Context: an optimization exercise on an open-source flow, tuned for small area. The choices shown serve that exercise and are no tape-out recipe. Function was checked by simulation only, so behaviour that the tests miss may differ from the original. In runs 3 to 5 the design's own scripts or RTL, not TritonCTS, make the clock network. The flow treats the clock pin as an ideal source. Dropping or thinning the clock tree relies on that and would not hold on a real chip. Power figures rest on the tool's default switching activity, not on a simulated workload.

**flow/run.sh**
```bash
#!/bin/bash
# synth_recipe.tcl (not shown) runs the flow's synth.tcl, then flattens the netlist and writes it again
# the make line also repeats each setting of config.mk as NAME=value (left out here)
make -C /OpenROAD-flow-scripts/flow DESIGN_CONFIG=/design/flow/config.mk WORK_HOME=/design/flow/orfs CLKGATE_MAP_FILE= SYNTH_SCRIPT=/design/flow/synth_recipe.tcl finish
```
**flow/config.mk**
```make
export PLATFORM = sky130hd
export DESIGN_NAME = main
export DESIGN_NICKNAME = main
export VERILOG_FILES = /design/flow/design.v
export SDC_FILE = /design/flow/constraint.sdc
export NUM_CORES = 4
export LEC_CHECK = 0
export CAP_MARGIN = 20
export CORE_MARGIN = 2
export CORE_UTILIZATION = 40
export CTS_BUF_LIST = sky130_fd_sc_hd__clkbuf_16
export CTS_CLUSTER_DIAMETER = 500
export CTS_CLUSTER_SIZE = 100
export SLEW_MARGIN = 20
```
**flow/constraint.sdc**
```tcl
create_clock -name core_clock -period 10.0 [get_ports {clk}]
set_input_delay 2.0000 -clock core_clock [delete_from_list [all_inputs] [get_ports {clk}]]
set_output_delay 2.0000 -clock core_clock [all_outputs]
set_load 0.01 [all_outputs]
```
**flow/design.v**
```verilog
`timescale 1ns / 1ps
module clock_divider(
    input wire clk,
    input wire rst,
    output wire tickDis,
    output wire tickAdj,
    output wire tickLED,
    output wire d7b,       
    output wire d9         
    );
    reg p;               
    reg [3:0] r11;
    reg [11:0] r2501;
    reg [2:0] r7;
    reg [3:0] r9;
    reg [3:0] r13;
    wire [3:0] c11    = r11   ^ 4'h5;    
    wire [11:0] c2501 = r2501 ^ 12'h555;  
    wire [2:0] c7     = r7    ^ 3'h5;    
    wire [3:0] c9     = r9    ^ 4'h5;    
    wire [3:0] c13    = r13   ^ 4'h5;    
    wire w11   = (c11 & 4'h3) == 4'h0;            
    wire w2501 = (c2501 & 12'h7b3) == 12'h400;    
    wire w9    = (c9 & 4'h9) == 4'h0;             
    wire w13   = (c13 & 4'hd) == 4'h0;            
    wire w7    = (c7 & 3'h3) == 3'h0;             
    assign tickDis = ~p & w11;
    assign tickAdj = ~p & w2501;
    assign tickLED = tickDis & w7 & w13;
    assign d7b = (c7 == 3'h7);
    assign d9 = (c9 & 4'ha) == 4'h0;
    always @(posedge clk) begin
        p     <= ~rst & ~p;
        r11   <= 4'h5   ^ ((rst | w11)   ? 4'h1    : {c11[2:0], c11[3] ^ c11[0]});
        r2501 <= 12'h555 ^ ((rst | w2501) ? 12'he59 : {c2501[10:0], c2501[11] ^ c2501[10]});
        r7    <= 3'h5   ^ (rst           ? 3'h1    : {c7[1:0], c7[2] ^ c7[0]});
        r9    <= 4'h5   ^ ((rst | w9)    ? 4'h3    : {c9[2:0], c9[3] ^ c9[0]});
        r13   <= 4'h5   ^ ((rst | w13)   ? 4'h1    : {c13[2:0], c13[3] ^ c13[0]});
    end
endmodule
`timescale 1ns / 1ps
module adjust_led(
    input wire clk,
    input wire rst,
    input wire tickLED,
    input wire adj,
    output reg adjLED
    );
    always @(posedge clk) begin
        if (rst)
            adjLED <= 0;
        else if (tickLED)
            adjLED <= adj & ~adjLED;
    end
endmodule
`timescale 1ns / 1ps
module counter(
    input wire clk,
    input wire sys_rst,
    input wire tickAdj,
    output reg pause,
    output reg reset,
    input wire sel,
    input wire adj,
    input wire tickDis,
    input wire rstB,
    input wire pauseB,
    output reg [2:0] m10,
    output reg [3:0] m1,
    output reg [2:0] s10,
    output reg [3:0] s1
    );
    reg clk1;
    reg rst;
    reg [2:0] stepRst, stepPause;
    reg pauseFlip;
    wire s1w  = (s1 == 9);
    wire s10w = (s10 == 5);
    wire m1w  = (m1 == 9);
    wire m10w = (m10 == 5);
    wire run  = tickAdj & ~pause & ~reset;
    wire clr  = tickAdj & ~pause & reset;
    wire incS = run & (adj ? sel : clk1);
    wire incM = run & (adj ? ~sel : (clk1 & s1w & s10w));
    always @(posedge clk) begin
        if (sys_rst | clr) begin
            s1 <= 0; s10 <= 0;
        end else if (incS) begin
            s1 <= s1w ? 4'd0 : s1 + 1;
            if (s1w) s10 <= s10w ? 3'd0 : s10 + 1;
        end
        if (sys_rst | clr) begin
            m1 <= 0; m10 <= 0;
        end else if (incM) begin
            m1 <= m1w ? 4'd0 : m1 + 1;
            if (m1w) m10 <= m10w ? 3'd0 : m10 + 1;
        end
        if (sys_rst)
            clk1 <= 1'b1;
        else if (tickAdj)
            clk1 <= ~clk1;
    end
    always @(posedge clk) begin
        if (sys_rst) begin
            stepRst   <= 3'b000;
            stepPause <= 3'b000;
            reset <= 1'b0;
        end else if (tickDis) begin
            if (rst) begin
                stepRst   <= 3'b000;
                stepPause <= 3'b000;
            end else begin
                stepRst   <= {rstB, stepRst[2:1]};
                reset <= rstB;
                stepPause <= {pauseB, stepPause[2:1]};
            end
        end
    end
    always @(posedge clk) begin
        if (sys_rst) begin
            rst   <= 1'b0;
            pause <= 1'b0;
            pauseFlip <= 1'b0;
        end else if (tickDis) begin
            if (rst) begin
                rst   <= 1'b0;
                pause <= 1'b0;
                pauseFlip <= 1'b0;
            end else if (pauseFlip) begin
                pause <= ~pause;
                pauseFlip <= 1'b0;
            end else begin
                rst   <= ~stepRst[0] & stepRst[1];
                pauseFlip <= ~stepPause[0] & stepPause[1];
            end
        end
    end
endmodule
`timescale 1ns / 1ps
module display(
    input wire clk,
    input wire rst,
    input wire tickDis,
    input wire d7b,
    input wire d9,
    input wire [2:0] m10,
    input wire [3:0] m1,
    input wire [2:0] s10,
    input wire [3:0] s1,
    input wire adj,
    input wire sel,
    output reg [6:0] seg,
    output reg [3:0] an
);
    reg blink_state;
    reg [3:0] code;
    wire selM10 = an[3] & an[2] & an[1];
    wire selMin = an[2] & an[1];
    wire even = ~an[3] | ~an[1];
    wire [3:0] digit = selM10 ? {1'b0, m10} :
                       ~an[3] ? m1 :
                       ~an[2] ? {1'b0, s10} : s1;
    wire blank = adj & (sel ^ selMin) & ~blink_state;
    always @(posedge clk) begin
        if (rst) begin
            blink_state <= 0;
            code <= 4'hf;
            an <= 4'b1111;
        end else if (tickDis) begin
            if (even & d7b & d9) blink_state <= ~blink_state;
            code <= blank ? 4'hf : digit;
            an <= {~selM10, an[3:1]};
        end
    end
    always @(*) seg =
        (code == 4'd0) ? 7'b1000000 :
        (code == 4'd1) ? 7'b1111001 :
        (code == 4'd2) ? 7'b0100100 :
        (code == 4'd3) ? 7'b0110000 :
        (code == 4'd4) ? 7'b0011001 :
        (code == 4'd5) ? 7'b0010010 :
        (code == 4'd6) ? 7'b0000010 :
        (code == 4'd7) ? 7'b1111000 :
        (code == 4'd8) ? 7'b0000000 :
        (code == 4'd9) ? 7'b0010000 :
        7'b1111111;
endmodule
`timescale 1ns / 1ps
module main(
    input clk,
    input rst,
    input btnR,
    input btnC,
    input selSwitch,
    input adjSwitch,
    output adjLED,
    output pauseLED,
    output rstLED,
    output [6:0] seg,
    output [3:0] an
);
    wire tickAdj, tickLED, tickDis, d7b, d9;
    wire [2:0] m10;
    wire [3:0] m1;
    wire [2:0] s10;
    wire [3:0] s1;
    wire reset;
    wire pause;
    assign pauseLED = pause;
    assign rstLED = reset;
    clock_divider my_cd(clk, rst, tickDis, tickAdj, tickLED, d7b, d9);
    adjust_led my_adjust_led(clk, rst, tickLED, adjSwitch, adjLED);
    counter my_counter(clk, rst, tickAdj, pause, reset, selSwitch, adjSwitch, tickDis, btnR, btnC, m10, m1, s10, s1);
    display my_display(clk, rst, tickDis, d7b, d9, m10, m1, s10, s1, adjSwitch, selSwitch, seg, an);
endmodule
```
==> run notes, run 1 <==
| Result | This run |
|---|---|
| Vias in the first global route | 2039 |
| Fmax | 260 MHz |
| Depth of the worst register-to-register path | 4 |
| Critical-path cell with the highest stage delay | sky130_fd_sc_hd__dfxtp_1 |
| Vias per inst | 5.47 |
| Maximum clock path buffer count | 2 |
| Type of element launching the critical path | register |
| DP Cell Count | 398 |
| Dominant register cell in the synthesized netlist | sky130_fd_sc_hd__dfxtp_1 |
| Post-synth net total | 328 |
| Count of final max-slew check failures | 0 |
| Start of the worst register-to-register path | my_cd.r2501[5] |
| Number of buffers inserted during clock tree synthesis | 9 |
| Most frequent cells in the layout | 63 x sky130_fd_sc_hd__dfxtp_1, 43 x sky130_fd_sc_hd__nor2_1, 35 x sky130_fd_sc_hd__a21oi_1 |
| Starting Density | 41.9% |
| DRC errors left | 0 |
| Worst setup EP type | output pin |
| Highest fanout seen on the critical path | 14 |
| Ys Warns | 4 |
| Post-synth top area share | 46.6% |
| Parity-gate share of the synthesized area counting xor and xnor cells | 1.94% |
| Number of synthesized register bits | 63 |
| Number of standard-cell rows in the floorplan | 29 |
| Max Cap Violations | 0 |
| Post-Syn Instances | 321 |
| CP delay by family, top | buffers and inverters |
| TritonCTS Sinks | 63 |
| Global route overflow | 0 |
| Clock transition at the registers of the reported paths | 0.06 ns |
| I/O Buffers | 19 |
| Drt first-iter violations | 146 |
| Hold_buf cts | 0 |
| Leading cell type in the layout, fill and taps excluded | sky130_fd_sc_hd__dfxtp_1 |
| Count of different cell masters after synthesis | 51 |
| Floorplan core area | 6460 um^2 |
| Number of enable flip-flop cells after synthesis | 0 |
| Post-layout min period | 3.84 ns |
| GRT Util Overall | 16.4% |
| Peak supply drop | 120 uV |
| Yosys top cell by area | sky130_fd_sc_hd__dfxtp_1 |
| Worst R2R Setup Slack | 7.72 ns |
| Number of nets in the finished design | 339 |
| Pin count of the biggest net entering global routing | 36 |
| Final Setup Violations | 0 |
| Chip height | 86.3 um |
| Antenna violations before repair | 0 |
| Global-route wire length before repair | 9630 um |
| Critical path's largest stage delay | 0.56 ns |
| Biggest area contributors in the synthesized netlist | sky130_fd_sc_hd__dfxtp_1 47%, sky130_fd_sc_hd__a21oi_1 6.5%, sky130_fd_sc_hd__nor2_1 6.0% |
| Number of buffer and inverter instances along the worst setup path | 2 |
| Global placement routability congestion | 0.825 |
| Hold violation total from the final report | 0 |
| Tightest Pin Transition | 0.817 ns |
| Relative slew margins | 45.5% |
| Result of the run | timing/DRC/antenna clean |
| Share of synthesized registers carrying an async set or reset | 0% |
| Final antenna-violating net count | 0 |
| Cell area after synthesis | 2710 um^2 |
| Post-CTS setup repair buffer count | 0 |
| Cell breakdown of the critical path | inv_1, nor2_1, o21ai_0, nand3_1, clkdlybuf4s50_1 |
| RSZ-0062 raised after global routing | no |
| Data required time of the worst path | 8.00 ns |
| Multiplexer fraction of the synthesized cell area | 3.00% |
| Mean area per synthesized cell | 8.44 um^2 |
| Data arrival time at the worst-slack endpoint | 1.84 ns |
| Die W | 86.3 um |
| Dominant combinational cell family by area after synthesis | simple AND/OR/NAND/NOR gates |
| Number of levels in the clock H-tree | 3 |
| Signed area change from the synthesized netlist to the final layout | 18.4% |
| Library cell used as clock root buffer | sky130_fd_sc_hd__clkbuf_16 |
| Detailed-route wire length per cell | 13.3 um |
| Worst setup path startpoint | my_display.code[2] |
| Number of search-and-repair iterations in the first detailed-routing pass | 4 |
| Area share of fa/ha/maj cells after synthesis | 0.462% |
| Count of placed standard cells in the final layout, fillers left out | 414 |
| Min-Delay Path Class | register to register |
| Critical path endpoint | seg[3] |
| Clock latency (worst-skew pair) | 0.32 ns |
| Ant diodes | 0 |
| Total via count in the routed design | 2266 |
| Number of placed I/O pins | 20 |
| TritonCTS clock tree | built |
| Cell leakage power | 0.00118 uW |
| Total negative slack | 0 ns |
| Total power of the final layout | 601 uW |
| DRT Wirelength | 5510 um |
| Post-Place Setup Slack | 5.95 ns |
| Reg-to-reg critical path endpoint | my_counter.s10[2] |
| Compound-Gate Fraction of Synth Area | 16.7% |
| Half-perimeter wire length after placement | 3650 um |
| Worst setup path category | register to output pin |
| Final design utilization | 49.7% |
| Register area share after synthesis | 46.6% |
| Synth Area in Simple Gates | 26.6% |
| Final worst setup slack | 6.16 ns |
| Stages on worst setup path | 5 |
| # fillers | 621 |
| Fraction of final layout cells sized beyond drive strength 1 | 8.61% |
| Number of gates given a new drive strength after cts | 0 |
| Worst Clk Skew | 0.00339 ns |
| Fin crit share | 38.4% |
| Die footprint | 7450 um^2 |
| Pwr Density | 187 nW/um^2 |
## cells in the mapped netlist (all sizes together) (2+ instances only)
master,n
a21oi,35
nand4,3
nor3b,6
o31ai,4
or4,6
inv,8
buf,3
a31oi,2
o21ai,19
nand3,7
nor2b,11
mux2i,7
nor2,43
a32oi,2
nand4b,2
dfxtp,63
nand2b,2
nor4,2
xnor2,4
nand2,30
nor3,7
xor2,2
a211oi,3
or4b,4
or3,6
clkbuf,17
o211ai,5
## registers in the layout, summed over array words and instances (netlist names), 3 cells and up
| name | flops |
|---|---|
| my_cd.r2501 | 12 |
| my_cd.r11 | 4 |
| my_cd.r13 | 4 |
| my_cd.r9 | 4 |
| my_counter.m1 | 4 |
| my_counter.s1 | 4 |
| my_display.an | 4 |
| my_display.code | 4 |
| my_cd.r7 | 3 |
| my_counter.m10 | 3 |
| my_counter.s10 | 3 |
| my_counter.stepPause | 3 |
| my_counter.stepRst | 3 |
## how the worst min path moves through the flow
stage,slack (ns),start,endpoint,cells after the start
floorplan,0.34,my_cd.r2501[2],my_cd.r2501[3],1
global placement,0.35,my_cd.r2501[2],my_cd.r2501[3],1
detailed placement,0.36,my_cd.r2501[2],my_cd.r2501[3],1
CTS,0.37,my_cd.r2501[2],my_cd.r2501[3],1
global route,0.39,my_cd.r9[2],my_cd.r9[3],1
finish,0.36,my_cd.r2501[2],my_cd.r2501[3],1
## worst reg2reg max path, stage by stage, from the launching register on
cell                      delay, ns
sky130_fd_sc_hd__dfxtp_1       0.31
sky130_fd_sc_hd__or4_4         0.59
sky130_fd_sc_hd__or4_1         0.66
sky130_fd_sc_hd__or4b_1        0.50
sky130_fd_sc_hd__a21oi_1       0.16
## through the flow
step | hold slack, ns | cell area (um^2)
finish | 0.364 | 3210
global placement | 0.348 | 2910
global route | 0.392 | 3210
floorplan | 0.343 | 2710
CTS | 0.369 | 3210
detailed placement | 0.360 | 2910
## routing by layer
metal	vias up	global-route usage (%)	routed length [um]
li1	1168	-	-
met1	1044	22.1	2680
met2	47	24.5	2480
met3	7	4.76	262
met4	0	7.39	86
met5	-	0	0
## logic make-up (layout without fill, tap and decap cells)
family / Yosys count / after routing
buffers and inverters: 29 / 45
multiplexers: 8 / 8
adder cells (fa/ha/maj): 1 / 1
flip-flops: 63 / 63
AND/OR/NAND/NOR: 137 / 137
AO/OA/AOI/OAI: 77 / 77
XOR/XNOR: 6 / 6
## power by group
| part | total, uW | switching [uW] | leakage [uW] | internal (uW) |
|---|---|---|---|---|
| Clock | 306 | 113 | 0.000134 | 192 |
| Sequential | 268 | 7.61 | 0.000516 | 261 |
| Combinational | 26.8 | 14.5 | 0.000529 | 12.3 |
| Total | 601 | 135 | 0.00118 | 466 |
## layout make-up
class                   instances  area (um^2)  area share [%]
repair buffers                 20          198            6.16
clock inverters                 7         73.8            2.30
multi-input cells             229         1320            41.1
clock buffers                   9          225            7.02
inverters                       9         33.8            1.05
well taps                      77         96.3            3.00
flip-flops and latches         63         1260            39.3
==> run 2, diff against run 1 <==
--- a/flow/design.v
+++ b/flow/design.v
@@ -172,18 +172,8 @@
             an <= {~selM10, an[3:1]};
         end
     end
-    always @(*) seg =
-        (code == 4'd0) ? 7'b1000000 :
-        (code == 4'd1) ? 7'b1111001 :
-        (code == 4'd2) ? 7'b0100100 :
-        (code == 4'd3) ? 7'b0110000 :
-        (code == 4'd4) ? 7'b0011001 :
-        (code == 4'd5) ? 7'b0010010 :
-        (code == 4'd6) ? 7'b0000010 :
-        (code == 4'd7) ? 7'b1111000 :
-        (code == 4'd8) ? 7'b0000000 :
-        (code == 4'd9) ? 7'b0010000 :
-        7'b1111111;
+    localparam [111:0] SEGTAB = 112'b1111111111111111111111111111111111111111110010000000000011110000000010001001000110010110000010010011110011000000;
+    always @(*) seg = SEGTAB[code*7 +: 7];
 endmodule
 `timescale 1ns / 1ps
 module main(
--- a/flow/config.mk
+++ b/flow/config.mk
@@ -8,7 +8,4 @@
 export CAP_MARGIN = 20
 export CORE_MARGIN = 2
 export CORE_UTILIZATION = 40
-export CTS_BUF_LIST = sky130_fd_sc_hd__clkbuf_16
-export CTS_CLUSTER_DIAMETER = 500
-export CTS_CLUSTER_SIZE = 100
 export SLEW_MARGIN = 20
==> run 2 against run 1 <==
  * Still clean
  * Design area fell by 3.0%
  * Fmax down 5.1%
  * Flip-flop and latch count unchanged
  * Global-route usage down 0.60 points
  * Worst hold slack gained 0.017 ns
  * Sequential share of layout area increased by 1.2 points
  * Utilization decreased by 0.94 points
  * Synthesized cell count shrank 4.7%
  * Die area is 1.5% lower
==> run notes, run 2 <==
| Result | This run | vs previous |
|---|---|---|
| Number of enable flip-flop cells after synthesis | 0 | unchanged |
| Hold_buf cts | 0 | unchanged |
| Post-layout min period | 4.04 ns | was 3.84 ns |
| Register area share after synthesis | 47.3% | was 46.6% |
| Data arrival time at the worst-slack endpoint | 2.04 ns | was 1.84 ns |
| Pwr Density | 166 nW/um^2 | was 187 nW/um^2 |
| # fillers | 629 | was 621 |
| Post-synth net total | 318 | was 328 |
| Register share of total power | 51.7% | was 44.7% |
| TritonCTS clock tree | built | unchanged |
| Min-Delay Path Class | register to register | unchanged |
| Count leader, synth | sky130_fd_sc_hd__dfxtp_1 | unchanged |
| Count of different cell masters after synthesis | 41 | was 51 |
| Global placement routability congestion | 0.831 | was 0.825 |
| Die footprint | 7340 um^2 | was 7450 um^2 |
| Library cell used as clock root buffer | sky130_fd_sc_hd__clkbuf_8 | was sky130_fd_sc_hd__clkbuf_16 |
| Result of the run | timing/DRC/antenna clean | unchanged |
| Dominant register cell in the synthesized netlist | sky130_fd_sc_hd__dfxtp_1 | unchanged |
| Tightest Pin Transition | 0.800 ns | was 0.817 ns |
| Comb power frac | 5.0% | was 4.5% |
| Signed area change from the synthesized netlist to the final layout | 16.7% | was 18.4% |
| Clock transition at the registers of the reported paths | 0.07 ns | was 0.06 ns |
| Clk pwr share | 43.3% | was 50.9% |
| Post-Syn Instances | 306 | was 321 |
| Data required time of the worst path | 8.00 ns | about the same |
| Number of search-and-repair iterations in the first detailed-routing pass | 4 | unchanged |
| Half-perimeter wire length after placement | 3540 um | was 3650 um |
| Max Cap Violations | 0 | unchanged |
| Die W | 85.6 um | was 86.3 um |
| Ant diodes | 0 | unchanged |
| Highest fanout seen on the critical path | 6 | was 14 |
| Depth of the worst register-to-register path | 5 | was 4 |
| Seq. cell area | 1260 um^2 | unchanged |
| Antenna violations before repair | 0 | unchanged |
| Area of the multi-input gates | 1320 um^2 | about the same |
| Floorplan core area | 6390 um^2 | was 6460 um^2 |
| Final antenna-violating net count | 0 | unchanged |
| Total negative slack | 0 ns | unchanged |
| Global-route wire length before repair | 9120 um | was 9630 um |
| Cell internal power dissipation | 395 uW | was 466 uW |
| Number of standard-cell rows in the floorplan | 29 | unchanged |
| Most flops, register | my_cd.r2501 | unchanged |
| Start of the worst register-to-register path | my_cd.r2501[5] | unchanged |
| Fin crit share | 40.4% | was 38.4% |
| Worst setup path category | register to output pin | unchanged |
| Starting Density | 41.8% | was 41.9% |
| Commonest cells in the synthesized netlist | 63 x sky130_fd_sc_hd__dfxtp_1, 41 x sky130_fd_sc_hd__nor2_1, 38 x sky130_fd_sc_hd__nand2_1, 23 x sky130_fd_sc_hd__a21oi_1 | was 63 x sky130_fd_sc_hd__dfxtp_1, 43 x sky130_fd_sc_hd__nor2_1, 35 x sky130_fd_sc_hd__a21oi_1, 30 x sky130_fd_sc_hd__nand2_1, 19 x sky130_fd_sc_hd__o21ai_0 |
| Drt first-iter violations | 115 | was 146 |
| Biggest area contributors in the synthesized netlist | sky130_fd_sc_hd__dfxtp_1 47%, sky130_fd_sc_hd__nor2_1 5.8%, sky130_fd_sc_hd__nand2_1 5.3% | was sky130_fd_sc_hd__dfxtp_1 47%, sky130_fd_sc_hd__a21oi_1 6.5%, sky130_fd_sc_hd__nor2_1 6.0% |
| Cell leakage power | 0.00122 uW | was 0.00118 uW |
| TritonCTS Sinks | 63 | unchanged |
| Reg-to-reg critical path endpoint | my_counter.m1[3] | was my_counter.s10[2] |
| Ys Warns | 4 | unchanged |
| Cell Area, Placed | 2900 um^2 | was 2910 um^2 |
| Hold violation total from the final report | 0 | unchanged |
| I/O Buffers | 19 | unchanged |
| Relative slew margins | 46.2% | was 45.5% |
| Post-CTS setup repair buffer count | 0 | unchanged |
| Peak supply drop | 135 uV | was 120 uV |
| Worst Clk Skew | 0.0115 ns | was 0.00339 ns |
| Worst setup EP type | output pin | unchanged |
| Most frequent cells in the layout | 63 x sky130_fd_sc_hd__dfxtp_1, 41 x sky130_fd_sc_hd__nor2_1, 38 x sky130_fd_sc_hd__nand2_1 | was 63 x sky130_fd_sc_hd__dfxtp_1, 43 x sky130_fd_sc_hd__nor2_1, 35 x sky130_fd_sc_hd__a21oi_1 |
| Maximum clock path buffer count | 2 | unchanged |
| Worst setup path startpoint | my_display.code[1] | was my_display.code[2] |
| Worst R2R Setup Slack | 7.68 ns | was 7.72 ns |
| Number of nets in the finished design | 335 | was 339 |
| Clock latency (worst-skew pair) | 0.34 ns | was 0.32 ns |
| Detailed-route wire length per cell | 13.0 um | was 13.3 um |
| Final Setup Violations | 0 | unchanged |
| Critical path endpoint | seg[3] | unchanged |
| Number of buffers inserted during clock tree synthesis | 9 | unchanged |
| Chip height | 85.6 um | was 86.3 um |
| Global route overflow | 0 | unchanged |
| Type of element launching the critical path | register | unchanged |
| Number of placed I/O pins | 20 | unchanged |
| Number of gates given a new drive strength after cts | 0 | unchanged |
| Area of all placed cells without fillers | 3110 um^2 | was 3210 um^2 |
| Fraction of final layout cells sized beyond drive strength 1 | 8.54% | was 8.61% |
| Pin count of the biggest net entering global routing | 44 | was 36 |
| Psw | 122 uW | was 135 uW |
| Leading cell type in the layout, fill and taps excluded | sky130_fd_sc_hd__dfxtp_1 | unchanged |
| Vias per inst | 5.14 | was 5.47 |
| Switching share of power | 23.6% | was 22.5% |
| GRT Util Overall | 15.8% | was 16.4% |
| Post-synth top area share | 47.3% | was 46.6% |
| Count of final max-slew check failures | 0 | unchanged |
| Cell area after synthesis | 2670 um^2 | was 2710 um^2 |
| Mean area per synthesized cell | 8.71 um^2 | was 8.44 um^2 |
| DRT Wirelength | 5260 um | was 5510 um |
| DRC errors left | 0 | unchanged |
| Yosys top cell by area | sky130_fd_sc_hd__dfxtp_1 | unchanged |
| RSZ-0062 raised after global routing | no | unchanged |
| Flip-flop count of the largest register after layout | 12 | unchanged |
| Vias in the first global route | 1952 | was 2039 |
| Share of synthesized registers carrying an async set or reset | 0% | unchanged |
| Number of synthesized register bits | 63 | unchanged |
| Fmax | 247 MHz | was 260 MHz |
| Total via count in the routed design | 2081 | was 2266 |
| Number of levels in the clock H-tree | 3 | unchanged |
[run 2: cell count changes after synthesis, sizes merged, moves of 4 or more]
| cell | change |
|---|---|
| or4 | -5 |
| or4b | -4 |
| o21ai | -5 |
| o31ai | -4 |
| ha | +5 |
| a21oi | -12 |
| nand2b | +7 |
| nor2b | -6 |
| nand2 | +8 |
| nand3b | +10 |
[run 2: worst min-delay path by stage]
stage,slack [ns],startpoint,cells past startpoint,endpoint
final,0.38,my_cd.r2501[2],1,my_cd.r2501[3]
after global routing,0.40,my_cd.r2501[8],1,my_cd.r2501[9]
after CTS,0.39,my_cd.r2501[2],1,my_cd.r2501[3]
after detailed placement,0.36,my_cd.r2501[2],1,my_cd.r2501[3]
after global placement,0.37,my_cd.r9[0],1,my_cd.r9[1]
after floorplan,0.34,my_cd.r2501[2],1,my_cd.r2501[3]
[run 2: power by group through the flow]
| stage | clock, uW | combinational [uW] | sequential, uW |
|---|---|---|---|
| 3_3_place_gp | 0 | 25.8 | 273 |
| 5_1_grt | 242 | 29.4 | 269 |
| 4_1_cts | 230 | 26.2 | 268 |
| 2_1_floorplan | 0 | 18.9 | 271 |
| 6_report | 224 | 25.7 | 268 |
| 3_5_place_dp | 0 | 26.0 | 273 |
[run 2: area by class of cell]
type	instances	share of cell area, %
inverters	7	0.844
well taps	77	3.10
repair buffers	21	6.59
flip-flops and latches	63	40.5
clock inverters	6	2.25
multi-input cells	221	42.3
clock buffers	10	4.42
[run 2: metal layers]
metal	track usage, %	share of wire (%)	vias up
met5	0	0	-
met4	7.79	1.9	0
met3	3.46	2.3	10
met2	25.1	46	22
met1	20.4	50	958
li1	-	-	1091
[run 2: cells by family after synthesis]
logic type      synth area share, %
flops                          47.3
buf+inv                        3.38
mux                            3.52
simple gates                   28.7
fa+ha+maj                      2.82
compound gates                 11.3
xor+xnor                       2.96
[run 2: worst max-delay path, cell delays in order, from the launching register on]
cell and delay, ns:
sky130_fd_sc_hd__dfxtp_1 0.40, sky130_fd_sc_hd__inv_1 0.13, sky130_fd_sc_hd__ha_1 0.19, sky130_fd_sc_hd__or2_2 0.26, sky130_fd_sc_hd__a21oi_1 0.18, sky130_fd_sc_hd__a31oi_1 0.06
sky130_fd_sc_hd__clkdlybuf4s50_1 0.49
[run 2: per-stage QoR]
step	hold slack, ns	setup slack (ns)	std cells	power (uW)	util, %
after floorplan	0.343	6.85	306	290	-
after global placement	0.367	6.27	389	299	45.5
after detailed placement	0.357	6.24	389	299	45.5
after CTS	0.386	5.94	405	524	48.7
after global routing	0.401	5.76	405	540	48.7
final	0.381	5.96	405	517	48.7
==> run 3, diff against run 2 <==
--- a/flow/design.v
+++ b/flow/design.v
@@ -172,8 +172,18 @@
             an <= {~selM10, an[3:1]};
         end
     end
-    localparam [111:0] SEGTAB = 112'b1111111111111111111111111111111111111111110010000000000011110000000010001001000110010110000010010011110011000000;
-    always @(*) seg = SEGTAB[code*7 +: 7];
+    always @(*) seg =
+        (code == 4'd0) ? 7'b1000000 :
+        (code == 4'd1) ? 7'b1111001 :
+        (code == 4'd2) ? 7'b0100100 :
+        (code == 4'd3) ? 7'b0110000 :
+        (code == 4'd4) ? 7'b0011001 :
+        (code == 4'd5) ? 7'b0010010 :
+        (code == 4'd6) ? 7'b0000010 :
+        (code == 4'd7) ? 7'b1111000 :
+        (code == 4'd8) ? 7'b0000000 :
+        (code == 4'd9) ? 7'b0010000 :
+        7'b1111111;
 endmodule
 `timescale 1ns / 1ps
 module main(
==> flow/flow/run.sh (new file) <==
#!/bin/bash
# Own layout flow: the standard flow (standard.sh) with three changes,
# made in a copy of the ORFS scripts folder:
#  - synthesis maps with an area-oriented ABC script (flow/abc_area.script);
#    the Yosys steps, and so the registers and their names, are unchanged;
#  - the ports are buffered with buf_1;
#  - clock tree synthesis is replaced by four clock buffers (flow/clock_buffer.tcl).
set -euo pipefail
W=$PWD
rm -rf "$W/scripts"
cp -r "$FLOW_HOME/scripts" "$W/scripts"
cp "$W/flow/abc_area.script" "$W/scripts/abc_area.script"
grep -q 'log_cmd clock_tree_synthesis {\*}$cts_args' "$W/scripts/cts.tcl"
sed -i 's|log_cmd clock_tree_synthesis {\*}$cts_args|source $::env(OWN_FLOW_DIR)/clock_buffer.tcl|' "$W/scripts/cts.tcl"
export OWN_FLOW_DIR="$W/flow"
export OWN_CLK_PORT=clk
export OWN_CLKBUF=${OWN_CLKBUF:-sky130_fd_sc_hd__clkbuf_8}
export OWN_CLK_NBUF=${OWN_CLK_NBUF:-4}
bash "$W/standard.sh" SCRIPTS_DIR="$W/scripts" ABC_AREA=1 \
  "BUFFER_PORTS_ARGS=-buffer_cell sky130_fd_sc_hd__buf_1" finish > "$W/orfs_make.log" 2>&1
==> flow/flow/abc_area.script (new file) <==
strash
&get -n
&deepsyn -T 10
&put
&get -n
&nf -R 1000
&put
topo
stime -c
==> flow/flow/clock_buffer.tcl (new file) <==
set block [ord::get_db_block]
set db [ord::get_db]
set clk_name [get_name [get_ports $::env(OWN_CLK_PORT)]]
set port_net [[$block findBTerm $clk_name] getNet]
set master [$db findMaster $::env(OWN_CLKBUF)]
set k $::env(OWN_CLK_NBUF)

set sinks {}
foreach it [$port_net getITerms] {
  set loc [[$it getInst] getLocation]
  lappend sinks [list $it [lindex $loc 0] [lindex $loc 1]]
}
set n [llength $sinks]
if { $k > $n } { set k $n }

# k-means, seeded with sinks spread through the list sorted by x
set sorted [lsort -integer -index 1 $sinks]
set cent {}
for { set c 0 } { $c < $k } { incr c } {
  set s [lindex $sorted [expr { int(($c + 0.5) * $n / $k) }]]
  lappend cent [list [lindex $s 1] [lindex $s 2]]
}
for { set iter 0 } { $iter < 50 } { incr iter } {
  set assign {}
  foreach s $sinks {
    set best 0
    set bd 1e30
    for { set c 0 } { $c < $k } { incr c } {
      set dx [expr { [lindex $s 1] - [lindex [lindex $cent $c] 0] }]
      set dy [expr { [lindex $s 2] - [lindex [lindex $cent $c] 1] }]
      set d [expr { double($dx) * $dx + double($dy) * $dy }]
      if { $d < $bd } { set bd $d; set best $c }
    }
    lappend assign $best
  }
  set newcent {}
  for { set c 0 } { $c < $k } { incr c } {
    set sx 0.0; set sy 0.0; set m 0
    foreach s $sinks a $assign {
      if { $a == $c } { set sx [expr { $sx + [lindex $s 1] }]; set sy [expr { $sy + [lindex $s 2] }]; incr m }
    }
    if { $m > 0 } { lappend newcent [list [expr { $sx / $m }] [expr { $sy / $m }]] } else { lappend newcent [lindex $cent $c] }
  }
  set cent $newcent
}

for { set c 0 } { $c < $k } { incr c } {
  set its {}
  foreach s $sinks a $assign { if { $a == $c } { lappend its [lindex $s 0] } }
  if { [llength $its] == 0 } { continue }
  set buf [odb::dbInst_create $block $master clkbuf_leaf_$c]
  set leaf [odb::dbNet_create $block clknet_leaf_$c]
  $leaf setSigType CLOCK
  foreach it $its { $it disconnect; $it connect $leaf }
  [$buf findITerm A] connect $port_net
  [$buf findITerm X] connect $leaf
  $buf setLocation [expr { int([lindex [lindex $cent $c] 0]) }] [expr { int([lindex [lindex $cent $c] 1]) }]
  $buf setPlacementStatus PLACED
  puts "clock_buffer.tcl: clkbuf_leaf_$c ($::env(OWN_CLKBUF)) drives [llength $its] clock pins"
}
global_connect
set_propagated_clock [all_clocks]
==> flow/standard.sh (new file) <==
#!/bin/bash
# synth_recipe.tcl (not shown) runs the flow's synth.tcl, then flattens the netlist and writes it again
# the make line also repeats each setting of config.mk as NAME=value (left out here)
make -C /OpenROAD-flow-scripts/flow DESIGN_CONFIG=/design/flow/config.mk WORK_HOME=/design/flow/orfs CLKGATE_MAP_FILE= SYNTH_SCRIPT=/design/flow/synth_recipe.tcl "${@:-finish}"
removed: flow/run.sh
==> run 3 against run 2 <==
  * Design area fell by 20%
  * Final cell count fell by 16%
  * Clock skew rose by 0.0018 ns
  * Flip-flop and latch count did not move
  * Power fell by 26%
  * Critical path depth rose by 5
  * Combinational power fell by 25%
  * Via count fell by 18%
==> run notes, run 3 <==
| Result | This run | vs previous |
|---|---|---|
| Vias per inst | 4.97 | was 5.14 |
| Floorplan core area | 5470 um^2 | was 6390 um^2 |
| Max Cap Violations | 0 | unchanged |
| Area share of fa/ha/maj cells after synthesis | 0.556% | was 2.82% |
| Number of placed I/O pins | 20 | unchanged |
| WHS Path Cells | 1 | unchanged |
| Biggest area contributors in the synthesized netlist | sky130_fd_sc_hd__dfxtp_1 56%, sky130_fd_sc_hd__nor2_1 7.5%, sky130_fd_sc_hd__nand2_1 4.2% | was sky130_fd_sc_hd__dfxtp_1 47%, sky130_fd_sc_hd__nor2_1 5.8%, sky130_fd_sc_hd__nand2_1 5.3% |
| Tightest Pin Transition | 0.530 ns | was 0.800 ns |
| I/O Buffers | 19 | unchanged |
| Drt first-iter violations | 66 | was 115 |
| Fin crit share | 36.6% | was 40.4% |
| Antenna violations before repair | 0 | unchanged |
| Signed area change from the synthesized netlist to the final layout | 9.94% | was 16.7% |
| Synth Area in Simple Gates | 27.8% | was 28.7% |
| Global route overflow | 0 | unchanged |
| GRT Util Overall | 13.4% | was 15.8% |
| Type of element launching the critical path | primary input | was register |
| Detailed-route wire length per cell | 12.1 um | was 13.0 um |
| Data arrival time at the worst-slack endpoint | 3.74 ns | was 2.04 ns |
| Mean area per synthesized cell | 9.16 um^2 | was 8.71 um^2 |
| Worst setup path category | primary input to register | was register to output pin |
| Result of the run | timing/DRC/antenna clean | unchanged |
| Hold violation total from the final report | 0 | unchanged |
| Number of search-and-repair iterations in the first detailed-routing pass | 4 | unchanged |
| Post-layout min period | 3.66 ns | was 4.04 ns |
| Half-perimeter wire length after placement | 3040 um | was 3540 um |
| DRT Wirelength | 4130 um | was 5260 um |
| Pwr Density | 154 nW/um^2 | was 166 nW/um^2 |
| Parity-gate share of the synthesized area counting xor and xnor cells | 2.72% | was 2.96% |
| Hold_buf cts | 0 | unchanged |
| Data required time of the worst path | 10.08 ns | was 8.00 ns |
| Min-Delay Path Class | register to register | unchanged |
| Number of enable flip-flop cells after synthesis | 0 | unchanged |
| Yosys top cell by area | sky130_fd_sc_hd__dfxtp_1 | unchanged |
| Count leader, synth | sky130_fd_sc_hd__dfxtp_1 | unchanged |
| RSZ-0062 raised after global routing | no | unchanged |
| Post-synth top area share | 56.0% | was 47.3% |
| Global placement routability congestion | 0.821 | was 0.831 |
| Dominant register cell in the synthesized netlist | sky130_fd_sc_hd__dfxtp_1 | unchanged |
| Post-Syn Instances | 246 | was 306 |
| Global-route wire length before repair | 7120 um | was 9120 um |
| Start of the worst register-to-register path | my_cd.r2501[5] | unchanged |
| Ant diodes | 0 | unchanged |
| Worst setup EP type | register | was output pin |
| Post-synth net total | 253 | was 318 |
| Total negative slack | 0 ns | unchanged |
| Die W | 79.0 um | was 85.6 um |
| Min-delay src | my_cd.r2501[2] | unchanged |
| Compound-Gate Fraction of Synth Area | 12.1% | was 11.3% |
| Clock latency (worst-skew pair) | 0.15 ns | was 0.34 ns |
| Highest fanout seen on the critical path | 6 | unchanged |
| Total via count in the routed design | 1701 | was 2081 |
| Starting Density | 41.2% | was 41.8% |
| Final Setup Violations | 0 | unchanged |
| Cell leakage power | 0.000913 uW | was 0.00122 uW |
| Worst Clk Skew | 0.0134 ns | was 0.0115 ns |
| Number of nets in the finished design | 279 | was 335 |
| Final antenna-violating net count | 0 | unchanged |
| Dominant combinational cell family by area after synthesis | simple AND/OR/NAND/NOR gates | unchanged |
| Count of final max-slew check failures | 0 | unchanged |
| Share of synthesized registers carrying an async set or reset | 0% | unchanged |
| Number of synthesized register bits | 63 | unchanged |
| Commonest cells in the synthesized netlist | 63 x sky130_fd_sc_hd__dfxtp_1, 45 x sky130_fd_sc_hd__nor2_1, 25 x sky130_fd_sc_hd__nand2_1, 18 x sky130_fd_sc_hd__nor3_1 | was 63 x sky130_fd_sc_hd__dfxtp_1, 41 x sky130_fd_sc_hd__nor2_1, 38 x sky130_fd_sc_hd__nand2_1, 23 x sky130_fd_sc_hd__a21oi_1 |
| Multiplexer fraction of the synthesized cell area | 0% | was 3.52% |
| Peak supply drop | 139 uV | was 135 uV |
| Number of standard-cell rows in the floorplan | 27 | was 29 |
| DRC errors left | 0 | unchanged |
| Cell area after synthesis | 2250 um^2 | was 2670 um^2 |
| Clock transition at the registers of the reported paths | 0.09 ns | was 0.07 ns |
| Pin count of the biggest net entering global routing | 28 | was 44 |
| Fraction of final layout cells sized beyond drive strength 1 | 1.85% | was 8.54% |
| Worst setup path startpoint | adjSwitch | was my_display.code[1] |
| Die footprint | 6250 um^2 | was 7340 um^2 |
| Leading cell type in the layout, fill and taps excluded | sky130_fd_sc_hd__dfxtp_1 | unchanged |
| Relative slew margins | 64.5% | was 46.2% |
| Flip-flop count of the largest register after layout | 12 | unchanged |
| Vias in the first global route | 1578 | was 1952 |
| Post-CTS setup repair buffer count | 0 | unchanged |
| Register area share after synthesis | 56.0% | was 47.3% |
| Count of different cell masters after synthesis | 33 | was 41 |
| Most frequent cells in the layout | 63 x sky130_fd_sc_hd__dfxtp_1, 45 x sky130_fd_sc_hd__nor2_1, 25 x sky130_fd_sc_hd__nand2_1 | was 63 x sky130_fd_sc_hd__dfxtp_1, 41 x sky130_fd_sc_hd__nor2_1, 38 x sky130_fd_sc_hd__nand2_1 |
| Ys Warns | 4 | unchanged |
| Chip height | 79.0 um | was 85.6 um |
| Depth of the worst register-to-register path | 8 | was 5 |
| Most flops, register | my_cd.r2501 | unchanged |
| Number of gates given a new drive strength after cts | 0 | unchanged |
| Total power of the final layout | 382 uW | was 517 uW |
| Fmax | 273 MHz | was 247 MHz |
## run 3: changes by cell type in the layout (fill, tap and decap cells not counted), sizes merged, moves of 7 or more
cell           change
a21oi             -14
buf               +18
clkdlybuf4s50     -19
inv                -7
nand2             -13
nand3b             -8
nor3              +11
o22ai              +7
## run 3: cell families (layout without fill, tap and decap cells)
family          after synthesis  count (layout)
compound gates               41              41
xor+xnor                      7               7
fa+ha+maj                     1               1
buf+inv                       5              29
flops                        63              63
simple gates                129             129
## run 3: worst paths after layout
kind / endpoint / slack [ns]
max: my_counter.m10[1] / 6.34
min: my_cd.r2501[3] / 0.37
max reg2reg: my_counter.s10[1] / 7.23
min reg2reg: my_cd.r2501[3] / 0.37
## run 3: routing by layer
metal,wire length [um],part of all wire [%],up-vias,track usage [%]
met5,0,0,-,0
met4,41,0.99,0,1.21
met3,223,5.4,3,2.05
met2,1770,43,27,22.4
met1,2100,51,764,19.1
li1,-,-,907,-
## run 3: worst max-delay path, stage by stage
cell and delay (ns):
sky130_fd_sc_hd__buf_1 0.14, sky130_fd_sc_hd__nand4b_1 0.19, sky130_fd_sc_hd__nor4_1 0.22, sky130_fd_sc_hd__o21a_1 0.17
sky130_fd_sc_hd__and2_0 0.27, sky130_fd_sc_hd__nand2_1 0.09, sky130_fd_sc_hd__nor3_1 0.19, sky130_fd_sc_hd__nand2_1 0.10
sky130_fd_sc_hd__nor3_1 0.20, sky130_fd_sc_hd__nor2_1 0.07, sky130_fd_sc_hd__a21oi_1 0.11
## run 3: layout make-up
| type | instances | area [um^2] |
|---|---|---|
| multi-input combinational | 178 | 972 |
| sequential | 63 | 1260 |
| tap | 72 | 90.1 |
| fill | 566 | 3000 |
| buffer | 4 | 55.1 |
| inverter | 5 | 18.8 |
| timing repair buffer | 20 | 78.8 |
## run 3: per-stage QoR
stage	utilization (%)	setup slack [ns]	cells	cell area (um^2)	hold slack, ns
after floorplan	-	6.58	246	2250	0.343
after global placement	44.2	6.33	338	2420	0.347
after detailed placement	44.2	6.21	338	2420	0.355
after CTS	45.2	6.37	342	2480	0.378
after global routing	45.2	6.15	342	2480	0.388
final	45.2	6.34	342	2480	0.374
## run 3: where the power goes
group,internal [uW],switching [uW]
logic,7.99,11.2
clock network,37.0,60.0
registers,260,5.55
total,305,76.7
==> run 4, diff against run 3 <==
--- a/flow/design.v
+++ b/flow/design.v
@@ -74,26 +74,37 @@
     reg rst;
     reg [2:0] stepRst, stepPause;
     reg pauseFlip;
-    wire s1w  = (s1 == 9);
-    wire s10w = (s10 == 5);
-    wire m1w  = (m1 == 9);
-    wire m10w = (m10 == 5);
+    wire s1w  = s1[3] & s1[0];       
+    wire s10w = s10[2] & s10[0];     
+    wire m1w  = m1[3] & m1[0];       
+    wire m10w = m10[2] & m10[0];     
     wire run  = tickAdj & ~pause & ~reset;
     wire clr  = tickAdj & ~pause & reset;
     wire incS = run & (adj ? sel : clk1);
     wire incM = run & (adj ? ~sel : (clk1 & s1w & s10w));
+    function [3:0] inc10(input [3:0] d);
+        inc10 = {d[3] ^ (d[0] & (d[3] | (d[2] & d[1]))),
+                 d[2] ^ (d[1] & d[0]),
+                 d[1] ^ (d[0] & ~d[3]),
+                 ~d[0]};
+    endfunction
+    function [2:0] inc6(input [2:0] d);
+        inc6 = {d[2] ^ (d[0] & (d[2] | d[1])),
+                d[1] ^ (d[0] & ~d[2]),
+                ~d[0]};
+    endfunction
     always @(posedge clk) begin
         if (sys_rst | clr) begin
             s1 <= 0; s10 <= 0;
         end else if (incS) begin
-            s1 <= s1w ? 4'd0 : s1 + 1;
-            if (s1w) s10 <= s10w ? 3'd0 : s10 + 1;
+            s1 <= inc10(s1);
+            if (s1w) s10 <= inc6(s10);
         end
         if (sys_rst | clr) begin
             m1 <= 0; m10 <= 0;
         end else if (incM) begin
-            m1 <= m1w ? 4'd0 : m1 + 1;
-            if (m1w) m10 <= m10w ? 3'd0 : m10 + 1;
+            m1 <= inc10(m1);
+            if (m1w) m10 <= inc6(m10);
         end
         if (sys_rst)
             clk1 <= 1'b1;
@@ -164,26 +175,28 @@
     always @(posedge clk) begin
         if (rst) begin
             blink_state <= 0;
-            code <= 4'hf;
+            code <= 4'ha;
             an <= 4'b1111;
         end else if (tickDis) begin
             if (even & d7b & d9) blink_state <= ~blink_state;
-            code <= blank ? 4'hf : digit;
+            code <= {digit[3] | blank, digit[2], digit[1] | blank, digit[0]};
             an <= {~selM10, an[3:1]};
         end
     end
-    always @(*) seg =
-        (code == 4'd0) ? 7'b1000000 :
-        (code == 4'd1) ? 7'b1111001 :
-        (code == 4'd2) ? 7'b0100100 :
-        (code == 4'd3) ? 7'b0110000 :
-        (code == 4'd4) ? 7'b0011001 :
-        (code == 4'd5) ? 7'b0010010 :
-        (code == 4'd6) ? 7'b0000010 :
-        (code == 4'd7) ? 7'b1111000 :
-        (code == 4'd8) ? 7'b0000000 :
-        (code == 4'd9) ? 7'b0010000 :
-        7'b1111111;
+    always @(*)
+        if (code[3])
+            seg = code[1] ? 7'b1111111 : code[0] ? 7'b0010000 : 7'b0000000;
+        else
+            case (code[2:0])
+                3'd0: seg = 7'b1000000;
+                3'd1: seg = 7'b1111001;
+                3'd2: seg = 7'b0100100;
+                3'd3: seg = 7'b0110000;
+                3'd4: seg = 7'b0011001;
+                3'd5: seg = 7'b0010010;
+                3'd6: seg = 7'b0000010;
+                default: seg = 7'b1111000;
+            endcase
 endmodule
 `timescale 1ns / 1ps
 module main(
==> run 4 against run 3 <==
  * Worst hold slack got worse by 0.0092 ns
  * First-iteration DRC count did not move
  * Design area fell by 2.6%
  * Routed wire length is 2.7% lower
  * Critical path depth shrank 6
  * Fmax is 5.6% lower
  * Synthesized cell count fell by 0.81%
  * Area after synthesis shrank 2.4%
  * Flip-flop and latch count is the same
  * Critical path type unchanged
  * Highest routed layer unchanged
==> run notes, run 4 <==
| Result | This run | vs previous |
|---|---|---|
| Total power of the final layout | 396 uW | was 382 uW |
| Global-route wire length before repair | 7090 um | was 7120 um |
| Met1 wire length | 2100 um | about the same |
| Endpoint of the worst hold path | my_cd.r2501[9] | was my_cd.r2501[3] |
| DP Cell Count | 333 | was 338 |
| WHS Path Cells | 1 | unchanged |
| Wire length on met2 | 1700 um | was 1770 um |
| Global placement routability congestion | 0.750 | was 0.821 |
| Number of gates given a new drive strength after cts | 0 | unchanged |
| Post-CTS setup repair buffer count | 0 | unchanged |
| Dominant register cell in the synthesized netlist | sky130_fd_sc_hd__dfxtp_1 | unchanged |
| Number of standard-cell rows in the floorplan | 26 | was 27 |
| Total length of routed met3 wires | 175 um | was 223 um |
| Reg-to-reg critical path endpoint | my_counter.m10[1] | was my_counter.s10[1] |
| Count leader, synth | sky130_fd_sc_hd__dfxtp_1 | unchanged |
| Chip height | 78.1 um | was 79.0 um |
| Data arrival time at the worst-slack endpoint | 3.95 ns | was 3.74 ns |
| Final worst setup slack | 6.12 ns | was 6.34 ns |
| Clock transition at the registers of the reported paths | 0.11 ns | was 0.09 ns |
| Most flops, register | my_cd.r2501 | unchanged |
| Critical-path cell with the highest stage delay | sky130_fd_sc_hd__buf_1 | was sky130_fd_sc_hd__and2_0 |
| Result of the run | timing/DRC/antenna clean | unchanged |
| Half-perimeter wire length after placement | 2960 um | was 3040 um |
| I/O Buffers | 19 | unchanged |
| Cell area after synthesis | 2200 um^2 | was 2250 um^2 |
| Fraction of final layout cells sized beyond drive strength 1 | 1.50% | was 1.85% |
| Register area share after synthesis | 57.4% | was 56.0% |
| Peak supply drop | 110 uV | was 139 uV |
| RSZ-0062 raised after global routing | no | unchanged |
| Share of synthesized registers carrying an async set or reset | 0% | unchanged |
| CP delay by family, top | buffers and inverters | was simple AND/OR/NAND/NOR gates |
| Commonest cells in the synthesized netlist | 63 x sky130_fd_sc_hd__dfxtp_1, 38 x sky130_fd_sc_hd__nor2_1, 35 x sky130_fd_sc_hd__nand2_1, 20 x sky130_fd_sc_hd__a21oi_1, 13 x sky130_fd_sc_hd__o21ai_0 | was 63 x sky130_fd_sc_hd__dfxtp_1, 45 x sky130_fd_sc_hd__nor2_1, 25 x sky130_fd_sc_hd__nand2_1, 18 x sky130_fd_sc_hd__nor3_1 |
| Count of different cell masters after synthesis | 32 | was 33 |
| Flip-flop count of the largest register after layout | 12 | unchanged |
| DRC errors left | 0 | unchanged |
| Cell leakage power | 0.000874 uW | was 0.000913 uW |
| Critical path's largest stage delay | 0.52 ns | was 0.27 ns |
| Antenna violations before repair | 0 | unchanged |
| Mean area per synthesized cell | 9.01 um^2 | was 9.16 um^2 |
| Vias per inst | 4.97 | about the same |
| Tightest Pin Transition | 0.703 ns | was 0.530 ns |
| Number of placed I/O pins | 20 | unchanged |
| Worst setup EP type | register | unchanged |
| Leading cell type in the layout, fill and taps excluded | sky130_fd_sc_hd__dfxtp_1 | unchanged |
| Max Cap Violations | 0 | unchanged |
| Min-Delay Path Class | register to register | unchanged |
| Fin crit share | 38.8% | was 36.6% |
| Signed area change from the synthesized netlist to the final layout | 9.73% | was 9.94% |
| Type of element launching the critical path | primary input | unchanged |
| Worst R2R Setup Slack | 7.59 ns | was 7.23 ns |
| Final antenna-violating net count | 0 | unchanged |
| Final Setup Violations | 0 | unchanged |
| Global route overflow | 0 | unchanged |
| Post-synth top area share | 57.4% | was 56.0% |
| Depth of the worst register-to-register path | 11 | was 8 |
| Detailed-route wire length per cell | 11.9 um | was 12.1 um |
| Worst setup path category | primary input to register | unchanged |
| Number of synthesized register bits | 63 | unchanged |
| Data required time of the worst path | 10.07 ns | was 10.08 ns |
| Yosys top cell by area | sky130_fd_sc_hd__dfxtp_1 | unchanged |
| Top routing layer in use | met4 | unchanged |
| Post-synth net total | 251 | was 253 |
| Worst Clk Skew | 0.0187 ns | was 0.0134 ns |
| Post-Syn Instances | 244 | was 246 |
| Die footprint | 6110 um^2 | was 6250 um^2 |
| Number of enable flip-flop cells after synthesis | 0 | unchanged |
| Min-delay src | my_cd.r2501[8] | was my_cd.r2501[2] |
| Number of search-and-repair iterations in the first detailed-routing pass | 4 | unchanged |
| Fmax | 258 MHz | was 273 MHz |
| Total via count in the routed design | 1675 | was 1701 |
| Floorplan core area | 5200 um^2 | was 5470 um^2 |
| Biggest area contributors in the synthesized netlist | sky130_fd_sc_hd__dfxtp_1 57%, sky130_fd_sc_hd__nor2_1 6.5%, sky130_fd_sc_hd__nand2_1 6.0% | was sky130_fd_sc_hd__dfxtp_1 56%, sky130_fd_sc_hd__nor2_1 7.5%, sky130_fd_sc_hd__nand2_1 4.2% |
| Clock latency (worst-skew pair) | 0.16 ns | was 0.15 ns |
| Pwr Density | 164 nW/um^2 | was 154 nW/um^2 |
| Post-Place Setup Slack | 5.90 ns | was 6.21 ns |
| Ant diodes | 0 | unchanged |
| Count of placed standard cells in the final layout, fillers left out | 337 | was 342 |
| Final Hold Slack | 0.364 ns | was 0.374 ns |
| Count of final max-slew check failures | 0 | unchanged |
| Most frequent cells in the layout | 63 x sky130_fd_sc_hd__dfxtp_1, 38 x sky130_fd_sc_hd__nor2_1, 35 x sky130_fd_sc_hd__nand2_1 | was 63 x sky130_fd_sc_hd__dfxtp_1, 45 x sky130_fd_sc_hd__nor2_1, 25 x sky130_fd_sc_hd__nand2_1 |
| GRT Util Overall | 13.5% | was 13.4% |
| Highest fanout seen on the critical path | 17 | was 6 |
| Post-layout min period | 3.88 ns | was 3.66 ns |
| Die W | 78.1 um | was 79.0 um |
| Cell breakdown of the critical path | buf_1, clkinv_1, nand2_1, nor2_1, a32o_1 | was buf_1, nand4b_1, nor4_1, o21a_1, and2_0, nand2_1, nor3_1, nand2_1, nor3_1, nor2_1, a21oi_1 |
| Starting Density | 42.2% | was 41.2% |
| DRT Wirelength | 4020 um | was 4130 um |
| Hold_buf cts | 0 | unchanged |
| Hold violation total from the final report | 0 | unchanged |
| Number of buffer and inverter instances along the worst setup path | 2 | was 1 |
| Number of nets in the finished design | 276 | was 279 |
| Pin count of the biggest net entering global routing | 20 | was 28 |
| Ys Warns | 4 | unchanged |
| Drt first-iter violations | 66 | unchanged |
| Relative slew margins | 53.1% | was 64.5% |
| Total negative slack | 0 ns | unchanged |
| Start of the worst register-to-register path | my_cd.r2501[5] | unchanged |
| Vias in the first global route | 1538 | was 1578 |
==> run 4: cell types whose count changed after synthesis, sizes merged, moves of 5 or more <==
cell   previous run  this run
nand2            25        35
a21oi             9        20
nor3             18         7
nor2             45        38
o21ai             8        13
nor2b             9         3
==> run 4: per-layer routing <==
metal,vias up,track usage [%]
li1,901,-
met1,743,20.3
met2,26,21.6
met3,5,1.38
met4,0,1.40
met5,-,0
==> run 4: kinds of logic (layout without fill, tap and decap cells) <==
logic type,count (synthesis),after routing,share of synthesized area (%)
buf+inv,9,32,1.54
fa+ha+maj,1,1,0.569
simple gates,107,107,21.9
flops,63,63,57.4
xor+xnor,4,4,1.59
compound gates,60,60,17.1
==> run 4: worst max-delay path by stage <==
stage | startpoint | endpoint | slack, ns | depth (start not counted)
after floorplan | adjSwitch | my_counter.m10[1] | 6.80 | 10
after global placement | rst | my_counter.rst | 5.96 | 5
after detailed placement | rst | my_counter.rst | 5.90 | 5
after CTS | rst | my_counter.rst | 6.11 | 5
after global routing | rst | my_counter.pauseFlip | 5.92 | 6
final | rst | my_counter.rst | 6.12 | 5
==> run 4: worst reg2reg max path: cells and delay by family, from the launching register on <==
kind | cells | cell delay (ns)
DFF | 1 | 0.32
and+or+nand+nor | 11 | 1.99
==> run 4: final cells by class <==
class	instances	area, um^2
Fill cell	533	2790
Sequential cell	63	1260
Multi-Input combinational cell	172	903
Tap cell	70	87.6
Timing Repair Buffer	19	71.3
Buffer	4	55.1
Inverter	9	33.8
==> run 4: where the power goes <==
part | switching, uW | internal, uW | leakage, uW
Clock | 59.2 | 37.0 | 0.0000288
Sequential | 7.69 | 262 | 0.000515
Combinational | 18.5 | 11.8 | 0.000330
==> run 4: stage by stage <==
stage	area [um^2]	util, %
3_3_place_gp	2360	45.3
5_1_grt	2410	46.3
6_report	2410	46.3
3_5_place_dp	2360	45.3
2_1_floorplan	2200	-
4_1_cts	2410	46.3
==> run 5, diff against run 4 <==
--- a/flow/design.v
+++ b/flow/design.v
@@ -168,9 +168,8 @@
     wire selM10 = an[3] & an[2] & an[1];
     wire selMin = an[2] & an[1];
     wire even = ~an[3] | ~an[1];
-    wire [3:0] digit = selM10 ? {1'b0, m10} :
-                       ~an[3] ? m1 :
-                       ~an[2] ? {1'b0, s10} : s1;
+    wire [3:0] digit = ({4{selM10}} & {1'b0, m10}) | ({4{~an[3]}} & m1) |
+                       ({4{~an[2]}} & {1'b0, s10}) | ({4{~an[1]}} & s1);
     wire blank = adj & (sel ^ selMin) & ~blink_state;
     always @(posedge clk) begin
         if (rst) begin
--- a/flow/config.mk
+++ b/flow/config.mk
@@ -7,5 +7,5 @@
 export LEC_CHECK = 0
 export CAP_MARGIN = 20
 export CORE_MARGIN = 2
-export CORE_UTILIZATION = 40
+export CORE_UTILIZATION = 70
 export SLEW_MARGIN = 20
==> run 5 against run 4 <==
  * Still clean on timing, DRC and antenna
  * First-iteration DRC count is 30% higher
  * Clock skew shrank 0.0059 ns
  * Die area is 41% lower
  * Setup slack got worse by 0.55 ns
  * Clock power shrank 2%
  * Critical path depth increased by 7
  * Power fell by 1.1%
  * Highest routed layer unchanged
==> run notes, run 5 <==
| Result | This run | vs previous |
|---|---|---|
| Signed area change from the synthesized netlist to the final layout | 8.26% | was 9.73% |
| Mean area per synthesized cell | 9.27 um^2 | was 9.01 um^2 |
| Count of final max-slew check failures | 0 | unchanged |
| Most frequent cells in the layout | 63 x sky130_fd_sc_hd__dfxtp_1, 35 x sky130_fd_sc_hd__nor2_1, 29 x sky130_fd_sc_hd__nand2_1 | was 63 x sky130_fd_sc_hd__dfxtp_1, 38 x sky130_fd_sc_hd__nor2_1, 35 x sky130_fd_sc_hd__nand2_1 |
| GRT Util Overall | 22.7% | was 13.5% |
| Number of enable flip-flop cells after synthesis | 0 | unchanged |
| Worst Clk Skew | 0.0128 ns | was 0.0187 ns |
| WHS Path Cells | 1 | unchanged |
| Pwr Density | 165 nW/um^2 | was 164 nW/um^2 |
| Post-CTS setup repair buffer count | 0 | unchanged |
| Vias in the first global route | 1497 | was 1538 |
| Pin count of the biggest net entering global routing | 19 | was 20 |
| I/O Buffers | 19 | unchanged |
| Final design utilization | 78.5% | was 46.3% |
| Biggest area contributors in the synthesized netlist | sky130_fd_sc_hd__dfxtp_1 57%, sky130_fd_sc_hd__nor2_1 6.0%, sky130_fd_sc_hd__nand2_1 5.0% | was sky130_fd_sc_hd__dfxtp_1 57%, sky130_fd_sc_hd__nor2_1 6.5%, sky130_fd_sc_hd__nand2_1 6.0% |
| Number of synthesized register bits | 63 | unchanged |
| Final Setup Violations | 0 | unchanged |
| Global route overflow | 0 | unchanged |
| Clock latency (worst-skew pair) | 0.15 ns | was 0.16 ns |
| Data required time of the worst path | 10.03 ns | was 10.07 ns |
| Highest fanout seen on the critical path | 8 | was 17 |
| Most flops, register | my_cd.r2501 | unchanged |
| Post-synth top area share | 57.4% | about the same |
| Number of standard-cell rows in the floorplan | 20 | was 26 |
| Fin crit share | 44.3% | was 38.8% |
| Clock transition at the registers of the reported paths | 0.10 ns | was 0.11 ns |
| Commonest cells in the synthesized netlist | 63 x sky130_fd_sc_hd__dfxtp_1, 35 x sky130_fd_sc_hd__nor2_1, 29 x sky130_fd_sc_hd__nand2_1, 17 x sky130_fd_sc_hd__a21oi_1, 12 x sky130_fd_sc_hd__clkinv_1 | was 63 x sky130_fd_sc_hd__dfxtp_1, 38 x sky130_fd_sc_hd__nor2_1, 35 x sky130_fd_sc_hd__nand2_1, 20 x sky130_fd_sc_hd__a21oi_1, 13 x sky130_fd_sc_hd__o21ai_0 |
| Starting Density | 72.5% | was 42.2% |
| DRC errors left | 0 | unchanged |
| Post-Syn Instances | 237 | was 244 |
| Detailed-route wire length per cell | 13.0 um | was 11.9 um |
| Cell leakage power | 0.000860 uW | was 0.000874 uW |
| Yosys top cell by area | sky130_fd_sc_hd__dfxtp_1 | unchanged |
| Total negative slack | 0 ns | unchanged |
| Hold_buf cts | 0 | unchanged |
| Count of different cell masters after synthesis | 34 | was 32 |
| Die W | 60.0 um | was 78.1 um |
| Post-synth net total | 244 | was 251 |
| RSZ-0062 raised after global routing | no | unchanged |
| Floorplan core area | 3030 um^2 | was 5200 um^2 |
| Ys Warns | 4 | unchanged |
| Seq. cell area | 1260 um^2 | unchanged |
| Fmax | 226 MHz | was 258 MHz |
| Global placement routability congestion | 0.777 | was 0.750 |
| Min-Delay Path Class | register to register | unchanged |
| Die footprint | 3600 um^2 | was 6110 um^2 |
| Type of element launching the critical path | primary input | unchanged |
| Number of nets in the finished design | 269 | was 276 |
| Final Hold Slack | 0.369 ns | was 0.364 ns |
| Number of gates given a new drive strength after cts | 0 | unchanged |
| Worst R2R Setup Slack | 6.18 ns | was 7.59 ns |
| Data arrival time at the worst-slack endpoint | 4.46 ns | was 3.95 ns |
| Result of the run | timing/DRC/antenna clean | unchanged |
| Hold violation total from the final report | 0 | unchanged |
| Final antenna-violating net count | 0 | unchanged |
| Peak supply drop | 155 uV | was 110 uV |
| Tightest Pin Transition | 0.765 ns | was 0.703 ns |
| Worst setup path category | primary input to register | unchanged |
| DRT Wirelength | 3950 um | was 4020 um |
| Area of all placed cells without fillers | 2380 um^2 | was 2410 um^2 |
| Flip-flop count of the largest register after layout | 12 | unchanged |
| Drt first-iter violations | 86 | was 66 |
| Number of placed I/O pins | 20 | unchanged |
| Register area share after synthesis | 57.4% | about the same |
| Depth of the worst register-to-register path | 13 | was 11 |
| Vias per inst | 5.52 | was 4.97 |
| Cell area after synthesis | 2200 um^2 | about the same |
| Half-perimeter wire length after placement | 2920 um | was 2960 um |
| Antenna violations before repair | 0 | unchanged |
| Post-layout min period | 4.43 ns | was 3.88 ns |
| Ant diodes | 0 | unchanged |
| Dominant register cell in the synthesized netlist | sky130_fd_sc_hd__dfxtp_1 | unchanged |
| Cell Area, Placed | 2320 um^2 | was 2360 um^2 |
| Chip height | 60.0 um | was 78.1 um |
| Total via count in the routed design | 1679 | was 1675 |
| Relative slew margins | 48.8% | was 53.1% |
| Leading cell type in the layout, fill and taps excluded | sky130_fd_sc_hd__dfxtp_1 | unchanged |
| Fraction of final layout cells sized beyond drive strength 1 | 1.54% | was 1.50% |
| Number of search-and-repair iterations in the first detailed-routing pass | 4 | unchanged |
| Worst setup EP type | register | unchanged |
| # fillers | 218 | was 533 |
| Share of synthesized registers carrying an async set or reset | 0% | unchanged |
| Count leader, synth | sky130_fd_sc_hd__dfxtp_1 | unchanged |
| Area of the multi-input gates | 890 um^2 | was 903 um^2 |
| Global-route wire length before repair | 6420 um | was 7090 um |
| Max Cap Violations | 0 | unchanged |
run 5: cell count changes after synthesis, moves of 4 or more:
cell,change
sky130_fd_sc_hd__nor3b_1,+4
sky130_fd_sc_hd__a22oi_1,+5
sky130_fd_sc_hd__o22ai_1,-6
sky130_fd_sc_hd__nand2_1,-6
sky130_fd_sc_hd__o22a_1,-4
sky130_fd_sc_hd__nand3_1,+4
sky130_fd_sc_hd__o21ai_0,-8
run 5: worst paths after layout:
kind | startpoint | end
max | adjSwitch | my_counter.m10[1]
min | my_cd.r2501[2] | my_cd.r2501[3]
max reg2reg | my_cd.r2501[5] | my_counter.m10[1]
min reg2reg | my_cd.r2501[2] | my_cd.r2501[3]
run 5: cells by family after synthesis:
kind of cell / synth area share, %
adders and majority gates: 0.570
buffers and inverters: 2.05
and+or+nand+nor: 23.1
AOI/OAI and AO/OA: 15.7
xor gates and xnor gates: 1.20
DFF: 57.4
run 5: critical path, stage by stage:
cell and delay (ns):
sky130_fd_sc_hd__buf_1 0.13, sky130_fd_sc_hd__nand2b_1 0.11, sky130_fd_sc_hd__o211a_1 0.15, sky130_fd_sc_hd__and2_0 0.31, sky130_fd_sc_hd__nand3_1 0.19, sky130_fd_sc_hd__or3b_1 0.37
sky130_fd_sc_hd__a21boi_0 0.27, sky130_fd_sc_hd__and2_0 0.39, sky130_fd_sc_hd__nand3_1 0.18, sky130_fd_sc_hd__nor2_1 0.15, sky130_fd_sc_hd__nand2_1 0.08, sky130_fd_sc_hd__nor3b_1 0.14
run 5: stage by stage:
stage               worst slack (ns)  instances  power (uW)
floorplan                       5.92        237         292
global placement                5.56        300         301
detailed placement              5.42        300         303
CTS                             5.58        304         392
global route                    5.28        304         409
finish                          5.57        304         392
run 5: cell type report:
type	count	share of cell area, %
sequential	63	53.1
buffer	4	2.32
tap	44	2.32
multi-input combinational	162	37.4
inverter	12	1.89
timing repair buffer	19	3.00
run 5: where the power goes:
part	leakage (uW)	internal [uW]	switching, uW
clock	0.0000288	36.9	57.6
combinational	0.000316	10.1	18.4
sequential	0.000515	262	7.19
total	0.000860	309	83.2
run 5: layer usage:
metal | vias up | GRT usage (%) | wire (um) | part of all wire, %
li1 | 886 | - | - | -
met1 | 758 | 31.0 | 1880 | 48
met2 | 28 | 39.3 | 1870 | 48
met3 | 7 | 2.81 | 121 | 3.1
met4 | 0 | 3.49 | 66 | 1.7
met5 | - | 0 | 0 | 0

## afterwards: timing with drivers on the ports
The results above use ideal ports. As a check the final layouts listed here were re-extracted and re-timed, cells and wires unchanged. Step 1, drivers: a clkbuf_16 drives clk and a buf_2 each remaining input, both assumed. Step 2 adds t to the input delays and takes it off the output delays; t is the mean of the earliest and latest rising clock arrival at the registers after step 1. Input paths then give back, and output paths get back, about the clock's delay inside the block. a / b / c = ideal / step 1 / step 2; a / b = the first two.
run	t, ns	setup WS [ns]	worst data-port slew with drivers (ns)
run 1	0.354	6.160 / 6.126 / 5.940	0.03
run 2	0.360	5.955 / 5.927 / 6.222	0.03
run 3	0.203	6.336 / 6.359 / 6.156	0.04
run 4	0.209	6.119 / 6.151 / 5.942	0.03
run 5	0.198	5.569 / 5.592 / 5.395	0.04
After both steps setup and hold are still met in every run listed. For run 1, which loses most, drivers alone change the setup slack by -0.034 ns; drivers and shift together by -0.220 ns.
